Source: an optimization exercise on an open RTL-to-GDS flow (aim: small area and a short achievable clock period). Production flows keep margins and buffers that such runs may drop. Function was checked by simulation only, so behaviour that the tests miss may differ from the original.

==> ember: inputs <==
Design Sqrt2, start of the top module:
module Sqrt2 (In, Out, clk, reset);
  input  [14:0] In;    
  input  clk, reset;
  output [14:0] Out;   
  reg [23:0] d1;    
  reg [18:0] n4r;
  reg [23:0] d2;    
  reg [15:0] s1r;
  reg        rz;
  wire [14:0] xg;
  assign xg = reset ? 15'd0 : In;
  wire b0_one0;
  wire b0_two0;
  wire b0_neg0;
  assign b0_one0 = xg[0] ^ 1'b0;
  assign b0_two0 = (xg[1] & ~xg[0] & ~1'b0) | (~xg[1] & xg[0] & 1'b0);
  assign b0_neg0 = xg[1];
  wire b0_one1;
  wire b0_two1;
  wire b0_neg1;
  assign b0_one1 = xg[2] ^ xg[1];
  assign b0_two1 = (xg[3] & ~xg[2] & ~xg[1]) | (~xg[3] & xg[2] & xg[1]);
  assign b0_neg1 = xg[3];
  wire b0_one2;
  wire b0_two2;
  wire b0_neg2;
  assign b0_one2 = xg[4] ^ xg[3];
  assign b0_two2 = (xg[5] & ~xg[4] & ~xg[3]) | (~xg[5] & xg[4] & xg[3]);
  assign b0_neg2 = xg[5];
  wire b0_one3;
  wire b0_two3;
  wire b0_neg3;
  assign b0_one3 = xg[6] ^ xg[5];
  assign b0_two3 = (xg[7] & ~xg[6] & ~xg[5]) | (~xg[7] & xg[6] & xg[5]);
  assign b0_neg3 = xg[7];
  wire b0_one4;
  wire b0_two4;
  wire b0_neg4;
  assign b0_one4 = xg[8] ^ xg[7];
  assign b0_two4 = (xg[9] & ~xg[8] & ~xg[7]) | (~xg[9] & xg[8] & xg[7]);
  assign b0_neg4 = xg[9];
  wire b0_one5;
  wire b0_two5;
  wire b0_neg5;
  assign b0_one5 = xg[10] ^ xg[9];
  assign b0_two5 = (xg[11] & ~xg[10] & ~xg[9]) | (~xg[11] & xg[10] & xg[9]);
  assign b0_neg5 = xg[11];
  wire b0_one6;
  ...
Settings: LEC_CHECK=0, ABC_AREA=1, CAP_MARGIN=20, CORE_MARGIN=2, CORE_UTILIZATION=40, SLEW_MARGIN=20; clock period 35.0 ns.
standard.sh (not shown) runs the stock make flow with config.mk's settings and CLKGATE_MAP_FILE= SYNTH_SCRIPT=/design/flow/synth_recipe.tcl, a recipe that flattens the netlist after the stock synthesis.
==> flow/flow/run.sh <==
#!/bin/bash
# Layout flow: the standard ORFS flow (standard.sh), with two changes:
#  1. after the standard synthesis, flow/invpush.py re-polarises full-adder
#     cells (FA(~a,~b,~c) = ~FA(a,b,c)) and swaps xor2/xnor2 cells so that
#     fewer inverters are needed; the function and all registers (names,
#     count, cell types) are unchanged;
#  2. the resizer's setup repair aims for a setup-slack margin of 21 ns, so
#     that the design is sized for speed.
# The clock period and all constraints stay the design's own.
set -euo pipefail
R="$PWD/orfs/results/$FLOW_PLATFORM/Sqrt2/base"
bash standard.sh SETUP_SLACK_MARGIN=21 synth > synth.log 2>&1
cp "$R/1_2_yosys.v" 1_2_yosys_standard.v
python3 flow/invpush.py 1_2_yosys_standard.v "$R/1_2_yosys.v" > invpush.log 2>&1
rm -f "$R/1_synth.odb" "$R/1_synth.sdc"
bash standard.sh SETUP_SLACK_MARGIN=21 finish > standard.log 2>&1
==> flow/flow/invpush.py <==
#!/usr/bin/env python3
"""Re-polarise full adders in a Yosys gate-level netlist to remove inverters.

FA(~a, ~b, ~c) = (~cout, ~sum), so a full-adder cell may be "flipped": fed
with the complements of its inputs, its outputs then carry the complements
of the original values. The script chooses flips that minimise the number of
inverters needed, then rewires: every signal is taken from its root (the net
at the start of its inverter chain) and one inverter per root is kept for
the loads that need the complement. Function is unchanged.
usage: invpush.py in.v out.v
"""
import re, sys

src = open(sys.argv[1]).read()
cell_re = re.compile(r'^  (sky130_fd_sc_hd__\w+) (\S+)\s+\((.*?)\n  \);\n', re.S | re.M)
pin_re = re.compile(r'\.(\w+)\((.*?)\)(?:,|\s*$)', re.S | re.M)

cells = []
for m in cell_re.finditer(src):
    typ, name, body = m.group(1), m.group(2), m.group(3)
    pins = [(p, n.strip()) for p, n in pin_re.findall(body)]
    cells.append({'typ': typ, 'name': name, 'pins': pins, 'span': m.span()})

OUTPINS = {'X', 'Y', 'Q', 'SUM', 'COUT', 'HI', 'LO', 'Q_N'}
is_inv = lambda c: re.match(r'sky130_fd_sc_hd__(clk)?inv(lp)?_\d+$', c['typ']) is not None
is_fa = lambda c: re.match(r'sky130_fd_sc_hd__fa_\d+$', c['typ']) is not None

hdr = src[:cells[0]['span'][0]]
ports = set()
for m in re.finditer(r'^\s*output\s+(\[(\d+):(\d+)\]\s+)?(\S+);', hdr, re.M):
    if m.group(1):
        for i in range(int(m.group(3)), int(m.group(2)) + 1): ports.add(f"{m.group(4)}[{i}]")
    else: ports.add(m.group(4))
tail = src[cells[-1]['span'][1]:]
assigned = set(re.findall(r'assign\s+(.*?)\s*=\s*(.*?);', tail))
keep_nets = set(ports)
for l, r in assigned: keep_nets.add(l.strip()); keep_nets.add(r.strip())

drv = {}
for ci, c in enumerate(cells):
    for p, n in c['pins']:
        if p in OUTPINS and n: drv[n] = (ci, p)

# removable inverters: output not a kept net
rem_inv = set(ci for ci, c in enumerate(cells) if is_inv(c)
              and dict(c['pins'])['Y'] not in keep_nets)

def root(n):
    """follow removable inverters back: returns (root_net, parity)"""
    par = 0
    while n in drv and drv[n][0] in rem_inv:
        n = dict(cells[drv[n][0]]['pins'])['A']; par ^= 1
    return n, par

is_x = lambda c: re.match(r'sky130_fd_sc_hd__x(n)?or2_\d+$', c['typ']) is not None
fas = [ci for ci, c in enumerate(cells) if is_fa(c) or is_x(c)]
fa_index = {ci: k for k, ci in enumerate(fas)}
flip = [0] * len(fas)

# load pins (excluding removable inverters): (cell, pin, root, parity)
loads = []
for ci, c in enumerate(cells):
    if ci in rem_inv: continue
    for pi, (p, n) in enumerate(c['pins']):
        if p in OUTPINS or not n or n.startswith("1'"): continue
        r, par = root(n)
        loads.append((ci, pi, r, par))
# output port nets driven by removable inverter chains are kept (not in rem_inv)
by_root = {}
for li, (ci, pi, r, par) in enumerate(loads): by_root.setdefault(r, []).append(li)

def phi_drv(r):
    if r in drv and drv[r][0] in fa_index: return flip[fa_index[drv[r][0]]]
    return 0
def phi_load(ci):
    return flip[fa_index[ci]] if ci in fa_index and is_fa(cells[ci]) else 0
def need(r):
    pd = phi_drv(r)
    return any((loads[li][3] ^ phi_load(loads[li][0]) ^ pd) for li in by_root.get(r, []))
def cost(): return sum(1 for r in by_root if need(r))

# roots touched by each FA
touch = {}
for ci in fas:
    rs = set()
    for p, n in cells[ci]['pins']:
        if not n or n.startswith("1'"): continue
        if p in OUTPINS: rs.add(n)
        elif is_fa(cells[ci]): rs.add(root(n)[0])
    touch[ci] = rs

before = cost()
improved = True; it = 0
while improved and it < 50:
    improved = False; it += 1
    for ci in fas:
        rs = touch[ci]
        c0 = sum(need(r) for r in rs)
        flip[fa_index[ci]] ^= 1
        c1 = sum(need(r) for r in rs)
        if c1 < c0: improved = True
        else: flip[fa_index[ci]] ^= 1
after = cost()
print(f"inverters (roots needing complement): {before} -> {after}; flipped {sum(flip)} of {len(fas)} FAs; removable inverters {len(rem_inv)}", file=sys.stderr)

esc = lambda n: n + " " if n.startswith("\\") else n
# rewrite
newpins = {}
inv_needed = {}
for li, (ci, pi, r, par) in enumerate(loads):
    pol = par ^ phi_load(ci) ^ phi_drv(r)
    net = r
    if pol:
        if r not in inv_needed: inv_needed[r] = f"_invp{len(inv_needed)}_"
        net = inv_needed[r]
    newpins[(ci, pi)] = net

out = []; pos = 0
wires = []
for ci, c in enumerate(cells):
    s, e = c['span']
    out.append(src[pos:s]); pos = e
    if ci in rem_inv: continue
    pins = []
    xsw = ci in fa_index and is_x(c) and flip[fa_index[ci]]
    for pi, (p, n) in enumerate(c['pins']):
        if xsw and p in ('X', 'Y'): p = 'Y' if p == 'X' else 'X'
        pins.append(f"    .{p}({esc(newpins.get((ci, pi), n))})")
    typ = c['typ']
    if ci in fa_index and is_x(c) and flip[fa_index[ci]]:
        typ = typ.replace('xnor2', 'XOR2') if 'xnor2' in typ else typ.replace('xor2', 'xnor2')
        typ = typ.replace('XOR2', 'xor2')
    out.append(f"  {typ} {esc(c['name'])} (\n" + ",\n".join(pins) + "\n  );\n")
for k, (r, w) in enumerate(inv_needed.items()):
    out.append(f"  sky130_fd_sc_hd__inv_1 _invpc{k}_ (\n    .A({esc(r)}),\n    .Y({w})\n  );\n")
    wires.append(f"  wire {w};\n")
out.append(src[pos:])
txt = "".join(out)
# declare new wires after the module header's last wire declaration
i = txt.index(cells[0]['typ'] if False else "  sky130_fd_sc_hd__")
txt = txt[:i] + "".join(wires) + txt[i:]
open(sys.argv[2], "w").write(txt)
==> xenon: changes against ember <==
==> flow/flow/run.sh (replaced) <==
#!/bin/bash
# Layout flow: the standard ORFS flow (standard.sh), with two changes:
#  1. after the standard synthesis, flow/invpush.py re-polarises full-adder
#     cells (FA(~a,~b,~c) = ~FA(a,b,c)) and swaps xor2/xnor2 cells so that
#     fewer inverters are needed, and orders each full adder's inputs by
#     estimated arrival (latest on CIN, its fastest pin); the function and
#     all registers (names,
#     count, cell types) are unchanged;
#  2. the resizer's setup repair aims for a setup-slack margin of 21.5 ns, so
#     that the design is sized for speed.
# The clock period and all constraints stay the design's own.
set -euo pipefail
R="$PWD/orfs/results/$FLOW_PLATFORM/Sqrt2/base"
bash standard.sh SETUP_SLACK_MARGIN=21.5 synth > synth.log 2>&1
cp "$R/1_2_yosys.v" 1_2_yosys_standard.v
python3 flow/invpush.py 1_2_yosys_standard.v "$R/1_2_yosys.v" > invpush.log 2>&1
rm -f "$R/1_synth.odb" "$R/1_synth.sdc"
bash standard.sh SETUP_SLACK_MARGIN=21.5 finish > standard.log 2>&1
--- a/flow/flow/invpush.py
+++ b/flow/flow/invpush.py
@@ -1,12 +1,17 @@
 #!/usr/bin/env python3
-"""Re-polarise full adders in a Yosys gate-level netlist to remove inverters.
+"""Post-synthesis netlist clean-up: re-polarise full adders to remove
+inverters, and order full-adder inputs by estimated arrival.
 
 FA(~a, ~b, ~c) = (~cout, ~sum), so a full-adder cell may be "flipped": fed
 with the complements of its inputs, its outputs then carry the complements
-of the original values. The script chooses flips that minimise the number of
-inverters needed, then rewires: every signal is taken from its root (the net
-at the start of its inverter chain) and one inverter per root is kept for
-the loads that need the complement. Function is unchanged.
+of the original values; an xor2 cell may likewise become an xnor2 (and back)
+to complement its output. The script chooses flips that minimise the number
+of inverters needed (greedy passes, then simulated annealing with a fixed
+seed), then rewires: every signal is taken from its root (the net at the
+start of its inverter chain) and one inverter per root is kept for the loads
+that need the complement. Finally each full adder's three (symmetric) inputs
+are ordered by an estimated arrival time so that the latest one uses CIN,
+the fastest pin. The function is unchanged; flip-flops are not touched.
 usage: invpush.py in.v out.v
 """
 import re, sys
@@ -100,6 +105,25 @@
         c1 = sum(need(r) for r in rs)
         if c1 < c0: improved = True
         else: flip[fa_index[ci]] ^= 1
+# simulated annealing (deterministic seed), keep the best assignment
+import random, math
+rng = random.Random(1)
+cur = cost(); best = cur; best_flip = list(flip)
+T0 = 1.0; N = 300000
+for k in range(N):
+    T = T0 * (1 - k / N) + 0.02
+    ci = fas[rng.randrange(len(fas))]
+    rs = touch[ci]
+    c0 = sum(need(r) for r in rs)
+    flip[fa_index[ci]] ^= 1
+    c1 = sum(need(r) for r in rs)
+    d = c1 - c0
+    if d <= 0 or rng.random() < math.exp(-d / T):
+        cur += d
+        if cur < best: best = cur; best_flip = list(flip)
+    else:
+        flip[fa_index[ci]] ^= 1
+flip[:] = best_flip
 after = cost()
 print(f"inverters (roots needing complement): {before} -> {after}; flipped {sum(flip)} of {len(fas)} FAs; removable inverters {len(rem_inv)}", file=sys.stderr)
 
@@ -114,6 +138,50 @@
         if r not in inv_needed: inv_needed[r] = f"_invp{len(inv_needed)}_"
         net = inv_needed[r]
     newpins[(ci, pi)] = net
+
+# timing-aware pin order for full adders: estimate arrival times (unit-ish
+# delays, flip-flops and ports at 0) and give the latest input to CIN, the
+# fastest pin, and the earliest to A
+DLY = lambda t: 0.45 if '__fa_' in t else (0.3 if '__ha_' in t else 0.15)
+ndrv = {}
+for ci, c in enumerate(cells):
+    if ci in rem_inv: continue
+    for p, n in c['pins']:
+        if p in OUTPINS and n: ndrv[n] = ci
+for k, w in enumerate(inv_needed.values()): pass
+arr = {}
+import sys as _s
+_s.setrecursionlimit(100000)
+def arrival(n):
+    if n in arr: return arr[n]
+    arr[n] = 0.0
+    ci = ndrv.get(n)
+    if ci is None or 'df' in cells[ci]['typ']: return 0.0
+    c = cells[ci]; t = 0.0
+    for pi, (p, m) in enumerate(c['pins']):
+        if p in OUTPINS or not m or m.startswith("1'"): continue
+        mm = newpins.get((ci, pi), m)
+        if mm in inv_needed.values():
+            root_ = [r for r, w in inv_needed.items() if w == mm][0]
+            t = max(t, arrival(root_) + 0.1)
+        else:
+            t = max(t, arrival(mm))
+    arr[n] = t + DLY(c['typ'])
+    return arr[n]
+inv_root = {w: r for r, w in inv_needed.items()}
+def arr_net(m):
+    if m in inv_root: return arrival(inv_root[m]) + 0.1
+    return arrival(m)
+nperm = 0
+for ci in fas:
+    c = cells[ci]
+    if not is_fa(c): continue
+    idx = {p: pi for pi, (p, n) in enumerate(c['pins'])}
+    ins = [newpins.get((ci, idx[p]), dict(c['pins'])[p]) for p in ('A', 'B', 'CIN')]
+    srt = sorted(ins, key=arr_net)
+    if srt != ins: nperm += 1
+    for p, n in zip(('A', 'B', 'CIN'), srt): newpins[(ci, idx[p])] = n
+print(f"full adders with permuted inputs: {nperm}", file=sys.stderr)
 
 out = []; pos = 0
 wires = []
==> fjord: changes against ember <==
==> flow/flow/run.sh (replaced) <==
#!/bin/bash
# Layout flow: the standard ORFS flow (standard.sh), with two changes:
#  1. after the standard synthesis, flow/invpush.py re-polarises full-adder
#     cells (FA(~a,~b,~c) = ~FA(a,b,c)) and swaps xor2/xnor2 cells so that
#     fewer inverters are needed, and orders each full adder's inputs by
#     estimated arrival (latest on CIN, its fastest pin); the function and
#     all registers (names,
#     count, cell types) are unchanged;
#  2. the resizer's setup repair aims for a setup-slack margin of 20.5 ns, so
#     that the design is sized for speed.
# The clock period and all constraints stay the design's own.
set -euo pipefail
R="$PWD/orfs/results/$FLOW_PLATFORM/Sqrt2/base"
bash standard.sh SETUP_SLACK_MARGIN=20.5 synth > synth.log 2>&1
cp "$R/1_2_yosys.v" 1_2_yosys_standard.v
python3 flow/invpush.py 1_2_yosys_standard.v "$R/1_2_yosys.v" > invpush.log 2>&1
rm -f "$R/1_synth.odb" "$R/1_synth.sdc"
bash standard.sh SETUP_SLACK_MARGIN=20.5 finish > standard.log 2>&1
--- a/flow/flow/invpush.py
+++ b/flow/flow/invpush.py
@@ -1,12 +1,17 @@
 #!/usr/bin/env python3
-"""Re-polarise full adders in a Yosys gate-level netlist to remove inverters.
+"""Post-synthesis netlist clean-up: re-polarise full adders to remove
+inverters, and order full-adder inputs by estimated arrival.
 
 FA(~a, ~b, ~c) = (~cout, ~sum), so a full-adder cell may be "flipped": fed
 with the complements of its inputs, its outputs then carry the complements
-of the original values. The script chooses flips that minimise the number of
-inverters needed, then rewires: every signal is taken from its root (the net
-at the start of its inverter chain) and one inverter per root is kept for
-the loads that need the complement. Function is unchanged.
+of the original values; an xor2 cell may likewise become an xnor2 (and back)
+to complement its output. The script chooses flips that minimise the number
+of inverters needed (greedy passes, then simulated annealing with a fixed
+seed), then rewires: every signal is taken from its root (the net at the
+start of its inverter chain) and one inverter per root is kept for the loads
+that need the complement. Finally each full adder's three (symmetric) inputs
+are ordered by an estimated arrival time so that the latest one uses CIN,
+the fastest pin. The function is unchanged; flip-flops are not touched.
 usage: invpush.py in.v out.v
 """
 import re, sys
@@ -100,6 +105,25 @@
         c1 = sum(need(r) for r in rs)
         if c1 < c0: improved = True
         else: flip[fa_index[ci]] ^= 1
+# simulated annealing (deterministic seed), keep the best assignment
+import random, math
+rng = random.Random(1)
+cur = cost(); best = cur; best_flip = list(flip)
+T0 = 1.0; N = 300000
+for k in range(N):
+    T = T0 * (1 - k / N) + 0.02
+    ci = fas[rng.randrange(len(fas))]
+    rs = touch[ci]
+    c0 = sum(need(r) for r in rs)
+    flip[fa_index[ci]] ^= 1
+    c1 = sum(need(r) for r in rs)
+    d = c1 - c0
+    if d <= 0 or rng.random() < math.exp(-d / T):
+        cur += d
+        if cur < best: best = cur; best_flip = list(flip)
+    else:
+        flip[fa_index[ci]] ^= 1
+flip[:] = best_flip
 after = cost()
 print(f"inverters (roots needing complement): {before} -> {after}; flipped {sum(flip)} of {len(fas)} FAs; removable inverters {len(rem_inv)}", file=sys.stderr)
 
@@ -114,6 +138,50 @@
         if r not in inv_needed: inv_needed[r] = f"_invp{len(inv_needed)}_"
         net = inv_needed[r]
     newpins[(ci, pi)] = net
+
+# timing-aware pin order for full adders: estimate arrival times (unit-ish
+# delays, flip-flops and ports at 0) and give the latest input to CIN, the
+# fastest pin, and the earliest to A
+DLY = lambda t: 0.45 if '__fa_' in t else (0.3 if '__ha_' in t else 0.15)
+ndrv = {}
+for ci, c in enumerate(cells):
+    if ci in rem_inv: continue
+    for p, n in c['pins']:
+        if p in OUTPINS and n: ndrv[n] = ci
+for k, w in enumerate(inv_needed.values()): pass
+arr = {}
+import sys as _s
+_s.setrecursionlimit(100000)
+def arrival(n):
+    if n in arr: return arr[n]
+    arr[n] = 0.0
+    ci = ndrv.get(n)
+    if ci is None or 'df' in cells[ci]['typ']: return 0.0
+    c = cells[ci]; t = 0.0
+    for pi, (p, m) in enumerate(c['pins']):
+        if p in OUTPINS or not m or m.startswith("1'"): continue
+        mm = newpins.get((ci, pi), m)
+        if mm in inv_needed.values():
+            root_ = [r for r, w in inv_needed.items() if w == mm][0]
+            t = max(t, arrival(root_) + 0.1)
+        else:
+            t = max(t, arrival(mm))
+    arr[n] = t + DLY(c['typ'])
+    return arr[n]
+inv_root = {w: r for r, w in inv_needed.items()}
+def arr_net(m):
+    if m in inv_root: return arrival(inv_root[m]) + 0.1
+    return arrival(m)
+nperm = 0
+for ci in fas:
+    c = cells[ci]
+    if not is_fa(c): continue
+    idx = {p: pi for pi, (p, n) in enumerate(c['pins'])}
+    ins = [newpins.get((ci, idx[p]), dict(c['pins'])[p]) for p in ('A', 'B', 'CIN')]
+    srt = sorted(ins, key=arr_net)
+    if srt != ins: nperm += 1
+    for p, n in zip(('A', 'B', 'CIN'), srt): newpins[(ci, idx[p])] = n
+print(f"full adders with permuted inputs: {nperm}", file=sys.stderr)
 
 out = []; pos = 0
 wires = []
==> flow_summary.toml <==
[global_routing]
vias_in_the_first_global_route = 24300
use_met2_pct = 39.1
grt_usage_pct = 23.8

[sta]
slew-limit-headroom_pct = 39.2
finalHoldWorstSlack_ns = 0.455
final_min_period_over_clock_period_pct = 38.1
max_clock_freq_mhz = 74.9
rsz0062_at_grt = "true"

[die]
chipHeight_um = 272

[place]
finalWeightedCongestion = 0.880

[layout]
final_common_cell = "inv_1"

[run_status]
outcome = "no timing/DRC/antenna violations"

[clocking]
cts_setup_buffers = 9
[end of results for ember]
==> flow_summary.toml <==
[clocking]
cts_setup_buffers = 23
numCtsBuffers = 9

[sta]
max_clock_freq_mhz = 76.5
rsz0062_at_grt = "true"
finalHoldWorstSlack_ns = 0.465
final_min_period_over_clock_period_pct = 37.4

[global_routing]
grt_usage_pct = 24.5
vias_in_the_first_global_route = 24800
use_met2_pct = 39.2

[routing]
wl_met3_um = 7830

[setup_path]
critPathLaunch = "d2[12]"

[die]
chipHeight_um = 270

[run_status]
outcome = "no timing/DRC/antenna violations"
[end of results for xenon]
==> flow_summary.toml <==
[routing]
post_route_drc_violation_count = 0

[global_routing]
use_met2_pct = 39.1
grt_usage_pct = 24.2

[sta]
final_min_period_over_clock_period_pct = 39.3
slew-limit-headroom_pct = 36.5

[clocking]
cts_hold_buf = 0
cts_setup_buffers = 5

[place]
finalWeightedCongestion = 0.875
dpl.cell_count = 4158

[run_status]
outcome = "no timing/DRC/antenna violations"

[setup_path]
worst_setup_path_start_kind = "flop"

[die]
chipHeight_um = 270

[layout]
final_common_cell = "nand2_1"
[end of results for fjord]

==> static timing again, ports no longer ideal <==
The flow's constraints put no driver on any port. The routed layouts listed below were extracted and timed again, unchanged, in two steps.
Step 1, drivers: a clkbuf_16 drives clk and a buf_2 each remaining input, both assumed.
Step 2, shift: input delay + t, output delay - t, t = (earliest + latest rising clock arrival at the registers) / 2. This alone moves slack from input paths to output paths.
Slacks: no drivers / after step 1 / after step 2; pairs: no drivers / after step 1.
| run | t (ns) | setup WS [ns] | worst setup path at the end | latest minus earliest clock arrival (ns) | worst slew at a driven data input, ns |
|---|---|---|---|---|---|
| ember | 0.417 | 21.649 / 21.595 / 21.662 | register to register | 0.017 / 0.016 | 0.03 |
| xenon | 0.409 | 21.924 / 21.868 / 22.021 | register to register | 0.016 / 0.016 | 0.03 |
| fjord | 0.407 | 21.244 / 21.244 / 21.244 | register to register | 0.016 / 0.016 | 0.03 |
After both steps every run listed still meets setup and hold.
